From an optimization exercise on the open Yosys and OpenROAD flow, aimed at small area and a short achievable clock period; shortcuts taken in it are not production practice.
Only simulation tests tie the RTL to the original design; equivalence was not proved.
Power figures rest on the tool's default switching activity, not on a simulated workload. The clock port is modelled as an ideal driver; clocking choices that lean on that would not hold on a real chip.

Design bcd_adder100_reg, start of the top module:
module bcd_adder100_reg (
    input          clk,
    input  [399:0] a,
    input  [399:0] b,
    input          cin,
    output reg [399:0] sum,
    output reg         cout
);
    reg  [399:0] a_r, b_r;
    reg          cin_r;
    wire [399:0] sum_w;
    wire         cout_w;
    top_module adder (
        .a(a_r),
        .b(b_r),
        .cin(cin_r),
        .cout(cout_w),
        .sum(sum_w)
    );
    always @(posedge clk) begin
        a_r   <= a;
        b_r   <= b;
        cin_r <= cin;
        sum   <= sum_w;
        cout  <= cout_w;
    end
endmodule
export LEC_CHECK = 0
export ABC_AREA = 1
export CAP_MARGIN = 20
export CORE_AREA = 5 5 407 407
export CTS_BUF_LIST = sky130_fd_sc_hd__clkbuf_16
export DIE_AREA = 0 0 412 412
export SLEW_MARGIN = 20
create_clock -name core_clock -period 200.0 [get_ports {clk}]
standard.sh (not shown) runs the stock make flow with config.mk's settings and CLKGATE_MAP_FILE= SYNTH_SCRIPT=/design/flow/synth_recipe.tcl, a recipe that flattens the netlist after the stock synthesis.
==> flow/flow/run.sh <==
#!/bin/bash
# Standard synthesis (for the register names), then the adder logic between
# the registers is replaced by the hand-mapped netlist from flow/gen.py, and
# the standard layout runs on it with smaller port buffers and a leaner
# clock tree.
set -euo pipefail
R=orfs/results/sky130hd/bcd_adder100_reg/base
bash standard.sh synth > synth.log 2>&1
cp $R/1_2_yosys.v std_1_2_yosys.v
python3 flow/gen.py $R/1_2_yosys.v 30 > gen.log 2>&1
rm -f $R/1_synth.odb $R/1_synth.sdc
bash standard.sh \
  "BUFFER_PORTS_ARGS=-buffer_cell sky130_fd_sc_hd__buf_1" \
  "CTS_ARGS=-sink_clustering_enable -repair_clock_nets -buf_list sky130_fd_sc_hd__clkbuf_16 -dont_use_dummy_load -sink_clustering_size 30 -sink_clustering_max_diameter 100" \
  finish > finish.log 2>&1
Other scripts of this flow, unchanged in this note and not shown: flow/flow/gen.py
The first run passed the timing, DRC and antenna checks.
==> next run, changes <==
--- a/flow/flow/run.sh
+++ b/flow/flow/run.sh
@@ -10 +10 @@
-python3 flow/gen.py $R/1_2_yosys.v 30 > gen.log 2>&1
+python3 flow/gen.py $R/1_2_yosys.v 20 > gen.log 2>&1
@@ -11,0 +12,2 @@
+# each digit's pins together, in digit order around the die edge
+python3 flow/mkpins.py 412 $(pwd)/pins.tcl > pins.log 2>&1
@@ -12,0 +15 @@
+  "IO_CONSTRAINTS=$(pwd)/pins.tcl" \
==> flow/flow/mkpins.py (new file) <==
#!/usr/bin/env python3
"""Write place_pin commands that put each digit's pins together, in digit
order, around the die edge (bottom left->right, right bottom->top, top
right->left, left top->bottom).  Usage: mkpins.py DIE_SIZE OUT.tcl"""
import sys
D = float(sys.argv[1])
out = sys.argv[2]
M = 8.0            # keep clear of the corners
pins = ['cin']
for i in range(100):
    pins += ['a[%d]' % (4 * i + j) for j in range(4)]
    pins += ['b[%d]' % (4 * i + j) for j in range(4)]
    pins += ['sum[%d]' % (4 * i + j) for j in range(4)]
pins += ['cout']
# the clock in the middle of the bottom edge
pins.insert(len(pins) // 8, 'clk')
n = len(pins)
# pins per edge: the met3 (left/right) edges at two tracks (1.36 um) apart
nside = int((D - 2 * M) / 1.36) - 4
nbt = (n - 2 * nside + 1) // 2
counts = [nbt, nside, n - 2 * nside - nbt, nside]
lines = []
k = 0
for edge, cnt in enumerate(counts):
    L = D - 2 * M
    for j in range(cnt):
        t = (j + 0.5) * L / cnt
        p = pins[k]
        k += 1
        if edge == 0:
            x, y, layer = M + t, 0, 'met2'
        elif edge == 1:
            x, y, layer = D, M + t, 'met3'
        elif edge == 2:
            x, y, layer = D - M - t, D, 'met2'
        else:
            x, y, layer = 0, D - M - t, 'met3'
        if layer == 'met2':
            x = round((x - 0.23) / 0.46) * 0.46 + 0.23
        else:
            y = round((y - 0.34) / 0.68) * 0.68 + 0.34
        lines.append('place_pin -pin_name {%s} -layer %s -location {%.3f %.3f} -force_to_die_boundary' % (p, layer, x, y))
assert k == n
open(out, 'w').write('\n'.join(lines) + '\n')
Routed wire length came out lower by well over a third.
Total power falls by a little under a tenth.
Global-route usage drops by 6.9 points.
Cell count hardly moves.
Cell area barely changes.
==> next run, changes <==
--- a/flow/flow/run.sh
+++ b/flow/flow/run.sh
@@ -10 +10 @@
-python3 flow/gen.py $R/1_2_yosys.v 20 > gen.log 2>&1
+python3 flow/gen.py $R/1_2_yosys.v 24 > gen.log 2>&1
@@ -12,2 +11,0 @@
-# each digit's pins together, in digit order around the die edge
-python3 flow/mkpins.py 412 $(pwd)/pins.tcl > pins.log 2>&1
@@ -15 +12,0 @@
-  "IO_CONSTRAINTS=$(pwd)/pins.tcl" \
removed: flow/flow/mkpins.py
Global-route usage climbs by 5.2 points. Routed wire length came out higher by about 50%. Sequential cell count stays the same.
==> next run, changes <==
--- a/flow/flow/run.sh
+++ b/flow/flow/run.sh
@@ -10 +10 @@
-python3 flow/gen.py $R/1_2_yosys.v 24 > gen.log 2>&1
+python3 flow/gen.py $R/1_2_yosys.v 16 > gen.log 2>&1
Settings changed: GPL_TIMING_DRIVEN set to 0.
Wire length rises by a few percent.
Register-to-register slack gains 2.6 ns.
Setup slack gains 1.9 ns.
Synthesized area barely changes.
Die area is unchanged.
Utilization stays flat.
Total power came out higher slightly.
Worst hold slack is worse by 0.038 ns.
Via count came out higher slightly.
Global-route usage climbs by 0.80 points.
Cell count hardly moves.
==> next run, changes <==
--- a/flow/flow/run.sh
+++ b/flow/flow/run.sh
@@ -10 +10 @@
-python3 flow/gen.py $R/1_2_yosys.v 16 > gen.log 2>&1
+python3 flow/gen.py $R/1_2_yosys.v 26 > gen.log 2>&1
@@ -11,0 +12,2 @@
+# each digit's pins together, in digit order around the die edge
+python3 flow/mkpins.py 412 $(pwd)/pins.tcl > pins.log 2>&1
@@ -12,0 +15 @@
+  "IO_CONSTRAINTS=$(pwd)/pins.tcl" \
==> flow/flow/mkpins.py (new file) <==
#!/usr/bin/env python3
"""Write place_pin commands that put each digit's pins together, in digit
order, around the die edge (bottom left->right, right bottom->top, top
right->left, left top->bottom).  Usage: mkpins.py DIE_SIZE OUT.tcl"""
import sys
D = float(sys.argv[1])
out = sys.argv[2]
M = 8.0            # keep clear of the corners
pins = ['cin']
for i in range(100):
    pins += ['a[%d]' % (4 * i + j) for j in range(4)]
    pins += ['b[%d]' % (4 * i + j) for j in range(4)]
    pins += ['sum[%d]' % (4 * i + j) for j in range(4)]
pins += ['cout']
# the clock in the middle of the bottom edge
pins.insert(len(pins) // 8, 'clk')
n = len(pins)
# pins per edge: the met3 (left/right) edges at two tracks (1.36 um) apart
nside = int((D - 2 * M) / 1.36) - 4
nbt = (n - 2 * nside + 1) // 2
counts = [nbt, nside, n - 2 * nside - nbt, nside]
lines = []
k = 0
for edge, cnt in enumerate(counts):
    L = D - 2 * M
    for j in range(cnt):
        t = (j + 0.5) * L / cnt
        p = pins[k]
        k += 1
        if edge == 0:
            x, y, layer = M + t, 0, 'met2'
        elif edge == 1:
            x, y, layer = D, M + t, 'met3'
        elif edge == 2:
            x, y, layer = D - M - t, D, 'met2'
        else:
            x, y, layer = 0, D - M - t, 'met3'
        if layer == 'met2':
            x = round((x - 0.23) / 0.46) * 0.46 + 0.23
        else:
            y = round((y - 0.34) / 0.68) * 0.68 + 0.34
        lines.append('place_pin -pin_name {%s} -layer %s -location {%.3f %.3f} -force_to_die_boundary' % (p, layer, x, y))
assert k == n
open(out, 'w').write('\n'.join(lines) + '\n')
Settings changed: GPL_TIMING_DRIVEN 0 to unset.
After rerunning: The new run finished clean. Cell area falls by 0.75%. Global-route usage came out lower by 6.1 points. Hold slack gets better by 0.055 ns. Final cell count drops by 0.80%. Register-to-register slack gains 0.63 ns. Area after synthesis came out lower by 0.37%. Combinational power decreases by 16%.

port drivers added, routing unchanged:
The results above use ideal ports. As a check the final layouts listed here were re-extracted and re-timed, cells and wires unchanged.
Step 1 (the two cells are an assumption about what drives the block):
set clk [get_ports {clk}]
set_driving_cell -lib_cell sky130_fd_sc_hd__clkbuf_16 $clk
set_driving_cell -lib_cell sky130_fd_sc_hd__buf_2 [delete_from_list [all_inputs] $clk]
Step 2 times the ports against the registers' clock, not the clock port: input delays grow and output delays shrink by t, the midpoint of the rising clock arrivals with the driver on.
Three values: ideal, step 1, step 2; two values: the first two.
| run | t (ns) | setup slack, ns | slew at the worst register clock pin (ns) | worst slew at a driven data input, ns | cell pins on the clock port's net |
|---|---|---|---|---|---|
| the first run | 0.706 | 153.334 / 153.334 / 153.334 | 0.12 / 0.12 | 0.25 | 1 |
| the second run | 0.671 | 158.781 / 158.730 / 159.401 | 0.11 / 0.11 | 0.11 | 1 |
| the third run | 0.696 | 156.339 / 156.339 / 156.339 | 0.12 / 0.12 | 0.29 | 1 |
| the fourth run | 0.719 | 158.282 / 158.202 / 158.889 | 0.12 / 0.12 | 0.21 | 1 |
| the fifth run | 0.661 | 158.793 / 158.740 / 159.401 | 0.11 / 0.11 | 0.09 | 1 |
After both steps setup and hold are still met in every run listed.
